Source: an optimization exercise on an open RTL-to-GDS flow (aim: small area, a short achievable clock period and few clock cycles). Production flows keep margins and buffers that such runs may drop.
Where RTL was checked, it was by simulation tests only, not by an equivalence proof against the original.

== v51 ==
==> flow/design.v (excerpt) <==
module interpolation (
    input           clk,
    input           RST,
    input           START,
    input   [5:0]   H0,
    input   [5:0]   V0,
    input   [3:0]   SW,
    input   [3:0]   SH,
    output          REN,
    input   [7:0]   R_DATA,
    output  [11:0]  ADDR,
    output  [7:0]   O_DATA,
    output          O_VALID
);
    parameter Q = 5;
    reg [5:0] h0;
    reg [3:0] dh, dv;            
    reg       ract;
    reg [4:0] rrow;
    reg [3:0] rfv;               
    reg [5:0] rtop;              
    reg [3:0] rj;                
    reg       rph;               
    reg [11:0] addr;
    reg       ren;
    reg [2:0] cr;                
    reg [1:0] k1, k2, k3, k4;
    reg [3:0] f1, f2, f3;
    reg [7:0] rd, tp;
    reg [9:0] vp;
    reg [9:0] vr;
    reg [7:0] q [0:Q-1];
    reg [2:0] cnt;
    reg [4:0] oc;
    reg [3:0] ofh;
    reg [9:0] hp;
    reg [9:0] hr;
    reg       hv;
    reg [7:0] odata;
    reg       ovalid;
    assign REN = ren;
    assign ADDR = addr;
    assign O_DATA = odata;
    assign O_VALID = ovalid;
    function [19:0] lerp_a;
        input [7:0] a, b;
        input [3:0] f;
        reg [7:0] m0, m1, m2, m3;
        begin
            m0 = f[0] ? b : a;
            m1 = f[1] ? b : a;
            m2 = f[2] ? b : a;
            m3 = f[3] ? b : a;
            lerp_a[19:10] = {2'b0, a} + {2'b0, m0} + {1'b0, m1, 1'b0};
            lerp_a[9:0] = {2'b0, m2} + {1'b0, m3, 1'b0};
        end
    endfunction
    function [7:0] lerp_b;
        input [9:0] p;
        input [9:0] r;
        reg [11:0] s;
        begin
            s = {2'b0, p} + {r, 2'b0};
            lerp_b = s[11:4];
        end
    endfunction
    wire       prod = k4[0];
  ...
For scale: ~830 cells after synthesis, about 180 flip-flops, about 53 I/O pins, ~9400 um2 of cells after synthesis.
==> flow/config.mk <==
export PLATFORM = sky130hd
export DESIGN_NAME = interpolation
export DESIGN_NICKNAME = interpolation
export VERILOG_FILES = /design/flow/design.v
export SDC_FILE = /design/flow/constraint.sdc
export NUM_CORES = 4
export LEC_CHECK = 0
export CAP_MARGIN = 20
export CORE_MARGIN = 2
export CORE_UTILIZATION = 40
export PLACE_DENSITY = 0.6
export SLEW_MARGIN = 20
==> flow/constraint.sdc <==
create_clock -name core_clock -period 12.0 [get_ports {clk}]
set_input_delay 2.4000 -clock core_clock [delete_from_list [all_inputs] [get_ports {clk}]]
set_output_delay 2.4000 -clock core_clock [all_outputs]
set_load 0.01 [all_outputs]
standard.sh (not shown) runs the stock make flow with config.mk's settings and CLKGATE_MAP_FILE= SYNTH_SCRIPT=/design/flow/synth_recipe.tcl, a recipe that flattens the netlist after the stock synthesis.
==> flow/flow/run.sh <==
#!/bin/bash
set -euo pipefail
bash standard.sh SETUP_SLACK_MARGIN=8.6 "BUFFER_PORTS_ARGS=-buffer_cell sky130_fd_sc_hd__buf_1" finish > flow_standard.log 2>&1
No stage failed in v51, and the final checks on the layout all came back clean.
## Diff of input files: v50 against v51
==> flow/run.sh (new file) <==
#!/bin/bash
# synth_recipe.tcl (not shown) runs the flow's synth.tcl, then flattens the netlist and writes it again
# the make line also repeats each setting of config.mk as NAME=value (left out here)
make -C /OpenROAD-flow-scripts/flow DESIGN_CONFIG=/design/flow/config.mk WORK_HOME=/design/flow/orfs CLKGATE_MAP_FILE= SYNTH_SCRIPT=/design/flow/synth_recipe.tcl finish
removed: flow/flow/run.sh
removed: flow/standard.sh
## What came out
- Between v50 and v51, it is v50 whose arrival time reported for the critical path endpoint is higher, by 3.28 ns.
- v50 finished every step from synthesis to the final layout, and the layout passed the timing, design-rule and antenna checks.
- The hold slack of v50 and that of v51 are within noise of each other.
- Diff v50..v51 | global-route usage | negligible
- v50 can be clocked slower than v51.
- Diff v51 -> v50 | area of the multi-input gates | down slightly
- Re number of H-tree levels: no difference whatsoever between v51 and v50.
- Looking at worst setup path startpoint, the ren result is from v51; the ofh[2] one comes from v50.
- Compared with v51, v50 shows final critical-path share of the clock period higher by 5.8 points.
What v58 does differently from v50 at the input level:
# v50
export LEC_CHECK = 0
export CAP_MARGIN = 20
export CORE_MARGIN = 2
export CORE_UTILIZATION = 40
export PLACE_DENSITY = 0.6
export SLEW_MARGIN = 20
create_clock -name core_clock -period 12.0 [get_ports {clk}]
# v58
export LEC_CHECK = 0
export CAP_MARGIN = 20
export CORE_MARGIN = 2
export CORE_UTILIZATION = 40
export CTS_BUF_LIST = sky130_fd_sc_hd__clkbuf_8
export PLACE_DENSITY = 0.6
export SLEW_MARGIN = 20
create_clock -name core_clock -period 12.0 [get_ports {clk}]
==> flow/flow/run.sh (new file) <==
#!/bin/bash
set -euo pipefail
bash standard.sh SETUP_SLACK_MARGIN=8.6 "BUFFER_PORTS_ARGS=-buffer_cell sky130_fd_sc_hd__buf_1" finish > flow_standard.log 2>&1
==> flow/standard.sh (new file) <==
#!/bin/bash
# synth_recipe.tcl (not shown) runs the flow's synth.tcl, then flattens the netlist and writes it again
# the make line also repeats each setting of config.mk as NAME=value (left out here)
make -C /OpenROAD-flow-scripts/flow DESIGN_CONFIG=/design/flow/config.mk WORK_HOME=/design/flow/orfs CLKGATE_MAP_FILE= SYNTH_SCRIPT=/design/flow/synth_recipe.tcl "${@:-finish}"
removed: flow/run.sh
v58: flow completed, timing, DRC and antenna clean. Run comparison: v50 cell type of the slowest stage on the worst timing path dfxtp_1; v58 cell type of the slowest stage on the worst timing path dfstp_2. Going from v50 to v58, count of buffers added by post-CTS timing repair for setup grows by 12. In the reports for v50 and v58, the smaller share of the clock period used by the worst path belongs to v58.
The following lists how v16 was set up differently from v58:
# v58
export LEC_CHECK = 0
export CAP_MARGIN = 20
export CORE_MARGIN = 2
export CORE_UTILIZATION = 40
export CTS_BUF_LIST = sky130_fd_sc_hd__clkbuf_8
export PLACE_DENSITY = 0.6
export SLEW_MARGIN = 20
create_clock -name core_clock -period 12.0 [get_ports {clk}]
# v16
export LEC_CHECK = 0
export CAP_MARGIN = 20
export CORE_MARGIN = 2
export CORE_UTILIZATION = 40
export CTS_BUF_LIST = sky130_fd_sc_hd__clkbuf_4 sky130_fd_sc_hd__clkbuf_8
export PLACE_DENSITY = 0.6
export SLEW_MARGIN = 20
create_clock -name core_clock -period 12.0 [get_ports {clk}]
### Flow results
- The clock skew on v16 is in line with that on v58.
- The minimum period implied by the final worst setup slack of v58 and that of v16 are within noise of each other.
- v16: full flow OK, the timing, design-rule and antenna checks passed
- v16 vs. v58: total routed wirelength shows no meaningful change, post-route fraction of the period consumed by the critical path shows no meaningful change, overall global routing resource usage shows no meaningful change.
- Final hold violation count came out exactly the same in v16 and v58.
- The final design instance area without fill was comparable across v16 and v58.
- v58 -> v16: utilization delta 0, exact match
- Status: wire length on met1 parity (v16, v58)
Relative to v16, the following input files were edited for v36:
# v16
export LEC_CHECK = 0
export CAP_MARGIN = 20
export CORE_MARGIN = 2
export CORE_UTILIZATION = 40
export CTS_BUF_LIST = sky130_fd_sc_hd__clkbuf_4 sky130_fd_sc_hd__clkbuf_8
export PLACE_DENSITY = 0.6
export SLEW_MARGIN = 20
create_clock -name core_clock -period 12.0 [get_ports {clk}]
# v36
export LEC_CHECK = 0
export CAP_MARGIN = 20
export CORE_MARGIN = 2
export CORE_UTILIZATION = 40
export PLACE_DENSITY = 0.6
export SLEW_MARGIN = 20
create_clock -name core_clock -period 12.0 [get_ports {clk}]
==> flow/flow/run.sh <==
#!/bin/bash
# Standard layout, with repair_timing aiming well below the clock period.
set -euo pipefail
bash standard.sh SETUP_SLACK_MARGIN=8.6 finish > flow_standard.log 2>&1
Notes after the runs:
Post-route core utilization | v36 above v16
v16 → v36: final wirelength went up.
On post-placement cell count, v16 and v36 are neck and neck.
v36 gives more final-layout non-clock buffer area share than v16 did.
v16 has lower setup slack than v36.
Between v16 and v36, the proportion of layout cells with a drive suffix above 1 figures differ only marginally.
Met2 track utilization from global routing: v36 > v16
No functional check of the RTL was part of any run of this note.

---

The RTL this note starts from:
==> flow/design.v <==
module interpolation (
    input           clk,
    input           RST,
    input           START,
    input   [5:0]   H0,
    input   [5:0]   V0,
    input   [3:0]   SW,
    input   [3:0]   SH,
    output          REN,
    input   [7:0]   R_DATA,
    output  [11:0]  ADDR,
    output  [7:0]   O_DATA,
    output          O_VALID
);
    parameter Q = 5;
    reg [5:0] h0;
    reg [3:0] dh, dv;            
    reg       ract;
    reg [4:0] rrow;              
    reg [3:0] rfv;               
    reg [5:0] rtop;              
    reg [3:0] rj;                
    reg       rph;               
    reg [11:0] addr;
    reg       ren;
    reg       iss;               
    reg [2:0] cr;                
    reg       b1, v2, b2, v3, b3, p4;
    reg [3:0] f1, f2, f3;
    reg [7:0] rd, ta;              
    reg [12:0] vp;
    reg [7:0] q [0:Q-1];
    reg [2:0] cnt;
    reg [4:0] oc;                
    reg [3:0] ofh;
    reg       hc, hl;            
    reg [12:0] hp;
    reg       hv;
    reg [7:0] odata;
    reg       ovalid;
    assign REN = ren;
    assign ADDR = addr;
    assign O_DATA = odata;
    assign O_VALID = ovalid;
    localparam [4:0] FIRST = 5'd1, LAST = 5'd24;
    function [4:0] step;
        input [4:0] x;
        step = {x[3:0], x[4] ^ x[2]};
    endfunction
    function [12:0] lerp_a;
        input [7:0] a, b;
        input [3:0] f;
        reg [7:0] m0, m1, m2, m3;
        reg [9:0] p, r;
        reg [4:0] lo;
        begin
            m0 = f[0] ? b : a;
            m1 = f[1] ? b : a;
            m2 = f[2] ? b : a;
            m3 = f[3] ? b : a;
            p = {2'b0, a} + {2'b0, m0} + {1'b0, m1, 1'b0};
            r = {2'b0, m2} + {1'b0, m3, 1'b0};
            lo = {1'b0, p[5:2]} + {1'b0, r[3:0]};
            lerp_a = {p[9:6], r[9:4], lo[4], lo[3:2]};
        end
    endfunction
    function [7:0] lerp_b;
        input [12:0] x;
        reg [5:0] hi;
        begin
            hi = {2'b0, x[12:9]} + x[8:3] + {5'b0, x[2]};
            lerp_b = {hi, x[1:0]};
        end
    endfunction
    wire       prod = p4;
    wire [7:0] cval = lerp_b(vp);
    wire [7:0] qL = q[0];
    wire [7:0] qR = q[1];
    wire       hz = (ofh == 4'd0);
    wire       fire = (cnt != 3'd0) && (hz || cnt > 3'd1);
    wire       shift = fire && (hl || hc);
    wire [4:0] hsum = {1'b0, ofh} + {1'b0, dh};
    wire [4:0] hnext = {1'b0, hsum[3:0]} + {1'b0, dh};
    wire [4:0] ocnext = step(oc);
    wire       issue_first = ract && !rph && (cr != 3'd0 || shift);
    wire       issue = issue_first || (ract && rph);
    wire       direct = (rfv == 4'd0);
    wire       col_done = rph || (issue_first && direct);
    wire       row_done = col_done && (rj == dh);
    wire [4:0] vsum = {1'b0, rfv} + {1'b0, dv};
    wire [5:0] rbot = rtop + 6'd1;
    wire [2:0] wslot = cnt - {2'b0, shift};
    always @(posedge clk or posedge RST) begin
        if (RST) begin
            ract <= 1'b0;
            iss <= 1'b0;
            v2 <= 1'b0;
            v3 <= 1'b0;
            p4 <= 1'b0;
            cnt <= 3'd0;
            cr <= Q;
            hv <= 1'b0;
            ovalid <= 1'b0;
        end else begin
            iss <= issue;
            v2 <= iss;
            v3 <= v2;
            p4 <= v3 && (b3 || f3 == 4'd0);
            cr <= cr - {2'b0, issue_first} + {2'b0, shift};
            if (row_done && rrow == LAST) ract <= 1'b0;
            if (START) ract <= 1'b1;
            cnt <= cnt - {2'b0, shift} + {2'b0, prod};
            hv <= fire;
            ovalid <= hv;
        end
    end
    integer i;
    always @(posedge clk) begin
        rd <= R_DATA;
        ta <= b2 ? rd : R_DATA;
        b1 <= rph;
        b2 <= b1;
        b3 <= b2;
        vp <= lerp_a(ta, rd, f3);
        f1 <= rfv;
        f2 <= f1;
        f3 <= f2;
        ren <= !issue;
        addr <= {rph ? rbot : rtop, h0 + {2'b0, rj}};
        if (issue_first && !direct) rph <= 1'b1;
        if (col_done) begin
            rph <= 1'b0;
            if (row_done) begin
                rj <= 4'd0;
                rrow <= step(rrow);
                rfv <= vsum[3:0];
                if (vsum[4]) rtop <= rbot;
            end else begin
                rj <= rj + 4'd1;
            end
        end
        for (i = 0; i < Q; i = i + 1) begin
            if (prod && wslot == i)
                q[i] <= cval;
            else if (shift && i < Q - 1)
                q[i] <= q[i + 1];
        end
        hp <= lerp_a(qL, qR, ofh);
        odata <= lerp_b(hp);
        if (fire) begin
            if (hl) begin
                oc <= FIRST;
                ofh <= 4'd0;
                hc <= 1'b0;
                hl <= 1'b0;
            end else begin
                oc <= ocnext;
                ofh <= hsum[3:0];
                hc <= hnext[4];
                hl <= (ocnext == LAST);
            end
        end
        if (START) begin
            h0 <= H0;
            dh <= SW - 4'd1;
            dv <= SH - 4'd1;
            rtop <= V0;
            rfv <= 4'd0;
            rrow <= FIRST;
            rj <= 4'd0;
            rph <= 1'b0;
            oc <= FIRST;
            ofh <= 4'd0;
            hc <= 1'b0;
            hl <= 1'b0;
        end
    end
endmodule
clock: 12.0 ns
lec_check: 0
cap_margin: 20
core_margin: 2
core_utilization: 40
cts_buf_list: sky130_fd_sc_hd__clkbuf_8
place_density: 0.6
slew_margin: 20
==> flow/flow/run.sh <==
#!/bin/bash
# The standard layout, with repair_timing aiming below the clock period and
# port buffers of the smallest buffer cell.
set -euo pipefail
bash standard.sh SETUP_SLACK_MARGIN=8.7 "BUFFER_PORTS_ARGS=-buffer_cell sky130_fd_sc_hd__buf_1" "CTS_ARGS=-sink_clustering_enable -repair_clock_nets -buf_list sky130_fd_sc_hd__clkbuf_8 -root_buf sky130_fd_sc_hd__clkbuf_16 -sink_clustering_size 30 -sink_clustering_max_diameter 300 -sink_buffer_max_cap_derate 1.0 -dont_use_dummy_load" finish > flow_standard.log 2>&1
Testbench counts at the start, summed over its fixed seeds: cycles 32,963.
Change:
==> flow/flow/run.sh (replaced) <==
#!/bin/bash
# The standard layout, with repair_timing aiming below the clock period and
# port buffers of the smallest buffer cell.
set -euo pipefail
bash standard.sh SETUP_SLACK_MARGIN=8.6 "BUFFER_PORTS_ARGS=-buffer_cell sky130_fd_sc_hd__buf_1" "CTS_ARGS=-sink_clustering_enable -repair_clock_nets -buf_list sky130_fd_sc_hd__clkbuf_8 -root_buf sky130_fd_sc_hd__clkbuf_16 -sink_clustering_size 30 -sink_clustering_max_diameter 300 -sink_buffer_max_cap_derate 1.0 -dont_use_dummy_load" finish > flow_standard.log 2>&1
Result: Final area goes down by 0.78%; flip-flop and latch count is unchanged; count of clock-buffer cells in the layout stays the same.

port drivers added, routing unchanged:
Ports are ideal in the flow. The routed layouts listed here were re-timed in OpenROAD. Step 1 assumes that a clkbuf_16 drives the clock port and a buf_2 every other input. Step 2 adds t to the input delays and takes it off the output delays; t is the mean of the earliest and latest rising clock arrival at the registers after step 1. Input paths then give back, and output paths get back, about the clock's delay inside the block. Slacks: ideal / step 1 / step 2; pairs: ideal / step 1.
run	t, ns	setup WS [ns]	worst setup path after step 2	latest minus earliest clock arrival (ns)
v51	0.470	8.549 / 8.503 / 8.326	input to register	0.013 / 0.014
v50	0.469	7.847 / 7.847 / 7.847	register to register	0.017 / 0.017
v58	0.493	8.505 / 8.468 / 8.336	input to register	0.022 / 0.022
v16	0.493	8.505 / 8.468 / 8.336	input to register	0.022 / 0.022
v36	0.467	8.553 / 8.510 / 8.178	input to register	0.015 / 0.015
the first run of note 2	0.413	8.689 / 8.645 / 8.427	input to register	0.042 / 0.041
the second run of note 2	0.413	8.685 / 8.641 / 8.420	input to register	0.041 / 0.041
After both steps setup and hold are still met in every run listed. The setup slack of v36, which loses most, moves by -0.043 ns with the drivers and by -0.375 ns with both steps.
